This design comes from an exercise in tuning for small area and a short achievable clock period on the open sky130 flow, not from production work. In this exercise RTL edits were held to simulation tests only and were not proved equivalent to the original.

==> inputs of v25 <==
==> flow/design.v <==
module ALU #(parameter Data_Width = 8) (
	input wire [Data_Width-1:0]     A, B,
	input wire [3:0]                ALU_FUN,
	input wire                      CLK, RST,
	input wire                      Enable,
	output reg [(2*Data_Width)-1:0] alu_out,
	output reg                      out_valid
);
	wire       sub = ALU_FUN[0] | ALU_FUN[3];
	wire [7:0] bx  = B ^ {8{sub}};
	wire [8:0] ac;
	wire [7:0] as;
	assign ac[0] = sub;
	genvar i, j;
	generate
		for (i = 0; i < 8; i = i + 1) begin : g_add
			assign as[i]   = A[i] ^ bx[i] ^ ac[i];
			assign ac[i+1] = (A[i] & bx[i]) | (ac[i] & (A[i] ^ bx[i]));
		end
	endgenerate
	wire geq = ac[8];               
	wire eq  = ~|(A ^ B);
	wire [8:0] ms [0:7];
	wire [7:0] mc [1:7];
	wire [15:0] prod;
	assign ms[0] = {1'b0, A & {8{B[0]}}};
	assign prod[0] = ms[0][0];
	generate
		for (j = 1; j < 8; j = j + 1) begin : g_mrow
			wire [7:0] x = ms[j-1][8:1];
			wire [7:0] y = A & {8{B[j]}};
			for (i = 0; i < 8; i = i + 1) begin : g_mcell
				if (i == 0) begin : g_ha
					assign ms[j][0] = x[0] ^ y[0];
					assign mc[j][0] = x[0] & y[0];
				end else begin : g_fa
					assign ms[j][i] = x[i] ^ y[i] ^ mc[j][i-1];
					assign mc[j][i] = (x[i] & y[i]) | (mc[j][i-1] & (x[i] ^ y[i]));
				end
			end
			assign ms[j][8] = mc[j][7];
			assign prod[j] = ms[j][0];
		end
	endgenerate
	assign prod[15:8] = ms[7][8:1];
	wire [8:0] bz;
	assign bz[8] = 1'b1;
	generate
		for (i = 7; i >= 0; i = i - 1) begin : g_bz
			assign bz[i] = bz[i+1] & ~B[i];
		end
	endgenerate
	wire [7:0] q;
	wire [7:0] r [0:8];
	assign r[8] = 8'd0;
	generate
		for (i = 7; i >= 0; i = i - 1) begin : g_drow
			localparam W = 8 - i;
			wire [W-1:0] t;
			if (W == 1) begin : g_t1
				assign t = A[i];
			end else begin : g_tn
				assign t = {r[i+1][W-2:0], A[i]};
			end
			wire [W:0]   bc;
			wire [W-1:0] d;
			assign bc[0] = 1'b1;
			for (j = 0; j < W; j = j + 1) begin : g_dcell
				assign d[j]    = t[j] ^ ~B[j] ^ bc[j];
				assign bc[j+1] = (t[j] & ~B[j]) | (bc[j] & (t[j] ^ ~B[j]));
			end
			assign q[i] = bz[W] & bc[W];
			if (i > 0) begin : g_mux
				assign r[i] = {{(8-W){1'b0}}, (q[i] ? d : t)};
			end else begin : g_nomux
				assign r[i] = 8'd0;
			end
		end
	endgenerate
	wire bnz = ~bz[0];
	reg [15:0] res;
	reg        vld;
	always @(*) begin
		vld = 1'b1;
		res = 16'd0;
		case (ALU_FUN)
			4'h0: res = {7'd0, ac[8], as};
			4'h1: res = {{8{~ac[8]}}, as};
			4'h2: res = prod;
			4'h3: res = {8'd0, q & {8{bnz}}};
			4'h4: res = {8'd0, A & B};
			4'h5: res = {8'd0, A | B};
			4'h6: res = {8'hFF, ~(A & B)};
			4'h7: res = {8'hFF, ~(A | B)};
			4'h8: res = {8'd0, A ^ B};
			4'h9: res = {8'hFF, ~(A ^ B)};
			4'hA: res = {15'd0, eq};
			4'hB: res = {14'd0, geq & ~eq, 1'b0};
			4'hC: res = {14'd0, ~geq, ~geq};
			4'hD: res = {9'd0, A[7:1]};
			4'hE: res = {7'd0, A, 1'b0};
			default: begin res = 16'd0; vld = 1'b0; end
		endcase
		if (!Enable) begin
			res = 16'd0;
			vld = 1'b0;
		end
	end
	always @(posedge CLK or negedge RST) begin
		if (!RST) begin
			alu_out   <= 16'd0;
			out_valid <= 1'b0;
		end else begin
			alu_out   <= res;
			out_valid <= vld;
		end
	end
endmodule
==> flow/run.sh <==
#!/bin/bash
# synth_recipe.tcl (not shown) runs the flow's synth.tcl, then flattens the netlist and writes it again
# the make line also repeats each setting of config.mk as NAME=value (left out here)
make -C /OpenROAD-flow-scripts/flow DESIGN_CONFIG=/design/flow/config.mk WORK_HOME=/design/flow/orfs CLKGATE_MAP_FILE= SYNTH_SCRIPT=/design/flow/synth_recipe.tcl finish
==> flow/config.mk <==
export PLATFORM = sky130hd
export DESIGN_NAME = ALU
export DESIGN_NICKNAME = ALU
export VERILOG_FILES = /design/flow/design.v
export SDC_FILE = /design/flow/constraint.sdc
export NUM_CORES = 4
export LEC_CHECK = 0
export CAP_MARGIN = 20
export CORE_MARGIN = 2
export CORE_UTILIZATION = 40
export SLEW_MARGIN = 20
==> flow/constraint.sdc <==
create_clock -name core_clock -period 110.0 [get_ports {CLK}]
set_input_delay 22.0000 -clock core_clock [delete_from_list [all_inputs] [get_ports {CLK}]]
set_output_delay 22.0000 -clock core_clock [all_outputs]
set_load 0.01 [all_outputs]
==> inputs of v28, as changes to v25 <==
==> flow/design.v (replaced) <==
module ALU #(parameter Data_Width = 8) (
	input wire [Data_Width-1:0]     A, B,
	input wire [3:0]                ALU_FUN,
	input wire                      CLK, RST,
	input wire                      Enable,
	output reg [(2*Data_Width)-1:0] alu_out,
	output reg                      out_valid
);
	reg [(2*Data_Width)-1:0] ALU_OUT;
	reg                      OUT_valid;
	localparam 	ADD 	= 4'h0,
			SUB 	= 4'h1,
			MUL 	= 4'h2,
			DIV 	= 4'h3,
			AND 	= 4'h4,
			OR  	= 4'h5,
			NAND 	= 4'h6,
			NOR 	= 4'h7,
			XOR 	= 4'h8,
			XNOR 	= 4'h9,
			EQUAL	= 4'hA,
			GREATER	= 4'hB,
			LESS	= 4'hC,
			SHIFT_R	= 4'hD,
			SHIFT_L	= 4'hE;
	always@(posedge CLK or negedge RST)
 		begin
   			if(!RST)
     				begin
      					alu_out <= 'b0;
      					out_valid <= 'b0;
     				end
   			else
     				begin
      					alu_out <= ALU_OUT;
      					out_valid <= OUT_valid;
     				end
 		end
	always@(*)
 		begin
			if (Enable)
  				begin  
   					case (ALU_FUN)
   					ADD 	: begin  
							ALU_OUT = A + B;
							OUT_valid = 1'b1;
              				end
   					SUB 	: begin  
							ALU_OUT = A - B;
							OUT_valid = 1'b1;
              				end
   					MUL 	: begin  
							ALU_OUT = A * B;
							OUT_valid = 1'b1;
              				end
   					DIV 	: begin   
							ALU_OUT = (B == 'b0) ? 'b0 : A / B;
							OUT_valid = 1'b1;
             				end
   					AND 	: begin  
							ALU_OUT = A & B;
							OUT_valid = 1'b1;
              				end
   					OR 		: begin  
							ALU_OUT = A | B;
							OUT_valid = 1'b1;
              				end
   					NAND 	: begin  
							ALU_OUT = ~(A & B);
							OUT_valid = 1'b1;
             				end
   					NOR 	: begin  
							ALU_OUT = ~(A | B);
							OUT_valid = 1'b1;
              						end
   					XOR 	: begin  
							ALU_OUT = A ^ B;
							OUT_valid = 1'b1;
              				end
   					XNOR 	: begin  
							ALU_OUT = A ~^ B;
							OUT_valid = 1'b1;
              				end
   					EQUAL 	: begin  
							ALU_OUT = (A==B)?('b1):('b0);
							OUT_valid = 1'b1;
              				end
   					GREATER	: begin  
							ALU_OUT = (A>B)?('b10):('b0);
							OUT_valid = 1'b1; 
              				end
   					LESS 	: begin  
							ALU_OUT = (A<B)?('b11):('b0);
							OUT_valid = 1'b1;
              				end
   					SHIFT_R : begin  
							ALU_OUT = A >> 1;
							OUT_valid = 1'b1;
              				end
   					SHIFT_L	: begin  
							ALU_OUT = A << 1;
							OUT_valid = 1'b1;
              				end
   					default : begin
							ALU_OUT = 'b0;
							OUT_valid = 1'b0;
              				end
					endcase
 				end 
		else
 			begin
    				ALU_OUT = 'b0;
    				OUT_valid = 1'b0;
 			end
	end
endmodule
==> inputs of v32, as changes to v25 <==
==> flow/design.v (replaced) <==
module ALU #(parameter Data_Width = 8) (
	input wire [Data_Width-1:0]     A, B,
	input wire [3:0]                ALU_FUN,
	input wire                      CLK, RST,
	input wire                      Enable,
	output reg [(2*Data_Width)-1:0] alu_out,
	output reg                      out_valid
);
	genvar i, j;
	wire       sub = ALU_FUN[0] | ALU_FUN[3];
	wire [7:0] bx  = B ^ {8{sub}};
	wire [8:0] ac;
	wire [7:0] as;
	assign ac[0] = sub;
	generate
		for (i = 0; i < 8; i = i + 1) begin : g_add
			alu_fa u_fa (.a(A[i]), .b(bx[i]), .c(ac[i]), .s(as[i]), .co(ac[i+1]));
		end
	endgenerate
	wire geq = ac[8];               
	wire eq  = ~|as;                
	wire [8:0]  ms [0:7];
	wire [15:0] prod;
	assign ms[0] = {1'b0, A & {8{B[0]}}};
	assign prod[0] = ms[0][0];
	generate
		for (j = 1; j < 8; j = j + 1) begin : g_mrow
			wire [7:0] x = ms[j-1][8:1];
			wire [7:0] y = A & {8{B[j]}};
			wire [8:0] c;
			for (i = 0; i < 8; i = i + 1) begin : g_mcell
				if (i == 0) begin : g_lsb
					alu_ha u_ha (.a(x[0]), .b(y[0]), .s(ms[j][0]), .co(c[1]));
				end else if (j == 1 && i == 7) begin : g_msb
					alu_ha u_ha (.a(y[7]), .b(c[7]), .s(ms[j][7]), .co(c[8]));
				end else begin : g_fa
					alu_fa u_fa (.a(x[i]), .b(y[i]), .c(c[i]), .s(ms[j][i]), .co(c[i+1]));
				end
			end
			assign ms[j][8] = c[8];
			assign prod[j] = ms[j][0];
		end
	endgenerate
	assign prod[15:8] = ms[7][8:1];
	wire [8:0] bz;
	assign bz[8] = 1'b1;
	generate
		for (i = 7; i >= 0; i = i - 1) begin : g_bz
			assign bz[i] = bz[i+1] & ~B[i];
		end
	endgenerate
	wire [7:0] nb = ~B;
	wire [7:0] q;
	wire [7:0] r [1:8];
	assign r[8] = 8'd0;
	generate
		for (i = 7; i >= 0; i = i - 1) begin : g_drow
			localparam W = 8 - i;
			wire [W-1:0] t;
			if (W == 1) begin : g_t1
				assign t = A[i];
			end else begin : g_tn
				assign t = {r[i+1][W-2:0], A[i]};
			end
			wire [W:0]   bc;
			wire [W-1:0] d;
			assign d[0]  = t[0] ^ B[0];
			assign bc[1] = t[0] | nb[0];
			for (j = 1; j < W; j = j + 1) begin : g_dcell
				if (i > 0) begin : g_full
					alu_fa u_fa (.a(t[j]), .b(nb[j]), .c(bc[j]), .s(d[j]), .co(bc[j+1]));
				end else begin : g_carry
					assign d[j] = 1'b0;
					alu_maj u_maj (.a(t[j]), .b(nb[j]), .c(bc[j]), .co(bc[j+1]));
				end
			end
			assign q[i] = bz[W] & bc[W];
			if (i > 0) begin : g_mux
				assign r[i] = {{(8-W){1'b0}}, (q[i] ? d : t)};
			end
		end
	endgenerate
	wire bnz = ~bz[0];
	wire [3:0] F = ALU_FUN;
	wire e = Enable;
	wire sADD = e & (F == 4'h0);
	wire sSUB = e & (F == 4'h1);
	wire sAS  = e & (F[3:1] == 3'b000);
	wire sMUL = e & (F == 4'h2);
	wire sDIV = e & (F == 4'h3) & bnz;
	wire sSHR = e & (F == 4'hD);
	wire sSHL = e & (F == 4'hE);
	wire sHI  = e & ((F == 4'h6) | (F == 4'h7) | (F == 4'h9));
	wire t3  = e & ((F == 4'h4) | (F == 4'h5) | (F == 4'h9));
	wire t12 = e & ((F == 4'h5) | (F == 4'h6) | (F == 4'h8));
	wire t0  = e & ((F == 4'h6) | (F == 4'h7) | (F == 4'h9));
	wire [7:0] lo;
	wire [8:0] ar = {1'b0, A};
	wire [8:0] al = {A, 1'b0};
	generate for (i = 0; i < 8; i = i + 1) begin : g_lo
		alu_lobit u_lo (.a(A[i]), .b(B[i]), .s(as[i]), .p(prod[i]), .q(q[i]), .r(ar[i+1]), .l(al[i]),
			.t3(t3), .t12(t12), .t0(t0), .sas(sAS), .smul(sMUL), .sdiv(sDIV), .sshr(sSHR), .sshl(sSHL),
			.o(lo[i]));
	end endgenerate
	wire [7:0] hi = (prod[15:8] & {8{sMUL}}) | {8{sHI}} | {8{sSUB & ~geq}}
	              | {7'd0, (sADD & geq) | (sSHL & A[7])};
	wire c0 = e & (((F == 4'hA) & eq) | ((F == 4'hC) & ~geq));
	wire c1 = e & (((F == 4'hB) & geq & ~eq) | ((F == 4'hC) & ~geq));
	wire [15:0] res = {hi, lo[7:2], lo[1] | c1, lo[0] | c0};
	wire        vld = e & (F != 4'hF);
	always @(posedge CLK or negedge RST) begin
		if (!RST) begin
			alu_out   <= 16'd0;
			out_valid <= 1'b0;
		end else begin
			alu_out   <= res;
			out_valid <= vld;
		end
	end
endmodule
module alu_fa (input wire a, b, c, output wire s, co);
	assign s  = a ^ b ^ c;
	assign co = (a & b) | (c & (a ^ b));
endmodule
module alu_ha (input wire a, b, output wire s, co);
	assign s  = a ^ b;
	assign co = a & b;
endmodule
module alu_maj (input wire a, b, c, output wire co);
	assign co = (a & b) | (c & (a | b));
endmodule
module alu_lobit (input wire a, b, s, p, q, r, l, t3, t12, t0, sas, smul, sdiv, sshr, sshl,
                  output wire o);
	wire lu = b ? (a ? t3 : t12) : (a ? t12 : t0);
	assign o = lu | (s & sas) | (p & smul) | (q & sdiv) | (r & sshr) | (l & sshl);
endmodule
==> flow/flow/run.sh (new file) <==
#!/bin/bash
# Standard ORFS layout, but with the smallest buffer on every input and output port.
set -euo pipefail
bash standard.sh BUFFER_PORTS_ARGS="-buffer_cell sky130_fd_sc_hd__buf_1" finish > standard_make.log 2>&1
==> flow/standard.sh (new file) <==
#!/bin/bash
# synth_recipe.tcl (not shown) runs the flow's synth.tcl, then flattens the netlist and writes it again
# the make line also repeats each setting of config.mk as NAME=value (left out here)
make -C /OpenROAD-flow-scripts/flow DESIGN_CONFIG=/design/flow/config.mk WORK_HOME=/design/flow/orfs CLKGATE_MAP_FILE= SYNTH_SCRIPT=/design/flow/synth_recipe.tcl "${@:-finish}"
SYNTH_HIERARCHICAL = 1   (was unset)
SYNTH_MINIMUM_KEEP_SIZE = 0   (was unset)
removed: flow/run.sh
==> comparison table <==
| metric | v32 | v25 | v28 |
|---|---|---|---|
| Placer's final routability congestion estimate | 0.851 | 0.916 | 0.926 |
| Die X | 106 um | 111 um | 240 um |
| Inverters | 31 | 52 | 124 |
| Adder and majority cell fraction of the synthesized area | 0.459 | 0.458 | 0.198 |
| Worst slack on hold paths | 21,850 ps | 22,180 ps | 22,250 ps |
| Gate Count Post-Synth | 433 | 510 | 3,158 |
| DRT Wirelength | 11,300 um | 13,300 um | 69,500 um |
| Status | complete, no violations | complete, no violations | complete, no violations |
| Routed len/inst | 18.7 um | 19.5 um | 17.6 um |
| Final std cell area, no fill | 4470 um^2 | 5200 um^2 | 24,100 um^2 |
| Yosys warns | 7 | 1 | 1 |
| Post-synthesis mux area share | 0.0233 | 0.0254 | 0.0437 |
| Post-DR vias/cell | 5.68 | 5.68 | 6.04 |

-- afterwards: timing with drivers on the ports --
The flow's constraints put no driver on any port. The routed layouts listed below were extracted and timed again, unchanged, in two steps.
Step 1 (the two cells are an assumption about what drives the block):
set clk [get_ports {CLK}]
set_driving_cell -lib_cell sky130_fd_sc_hd__clkbuf_16 $clk
set_driving_cell -lib_cell sky130_fd_sc_hd__buf_2 [delete_from_list [all_inputs] $clk]
Step 2 adds t to the input delays and takes it off the output delays; t is the mean of the earliest and latest rising clock arrival at the registers after step 1. Input paths then give back, and output paths get back, about the clock's delay inside the block.
Three values: no drivers, after step 1, after step 2; two values: the first two.
run | t (ns) | slack for setup (ns) | hold slack, ns | worst data-port slew with drivers (ns)
v25 | 0.286 | 74.062 / 74.073 / 73.787 | 22.182 / 22.177 / 22.463 | 0.04
v28 | 0.300 | 6.514 / 6.531 / 6.231 | 22.247 / 22.230 / 22.530 | 0.04
v32 | 0.273 | 71.379 / 71.380 / 71.107 | 21.846 / 21.845 / 22.118 | 0.04
After both steps setup and hold are still met in every run listed. The setup slack of v28, which loses most, moves by +0.017 ns with the drivers and by -0.283 ns with both steps.
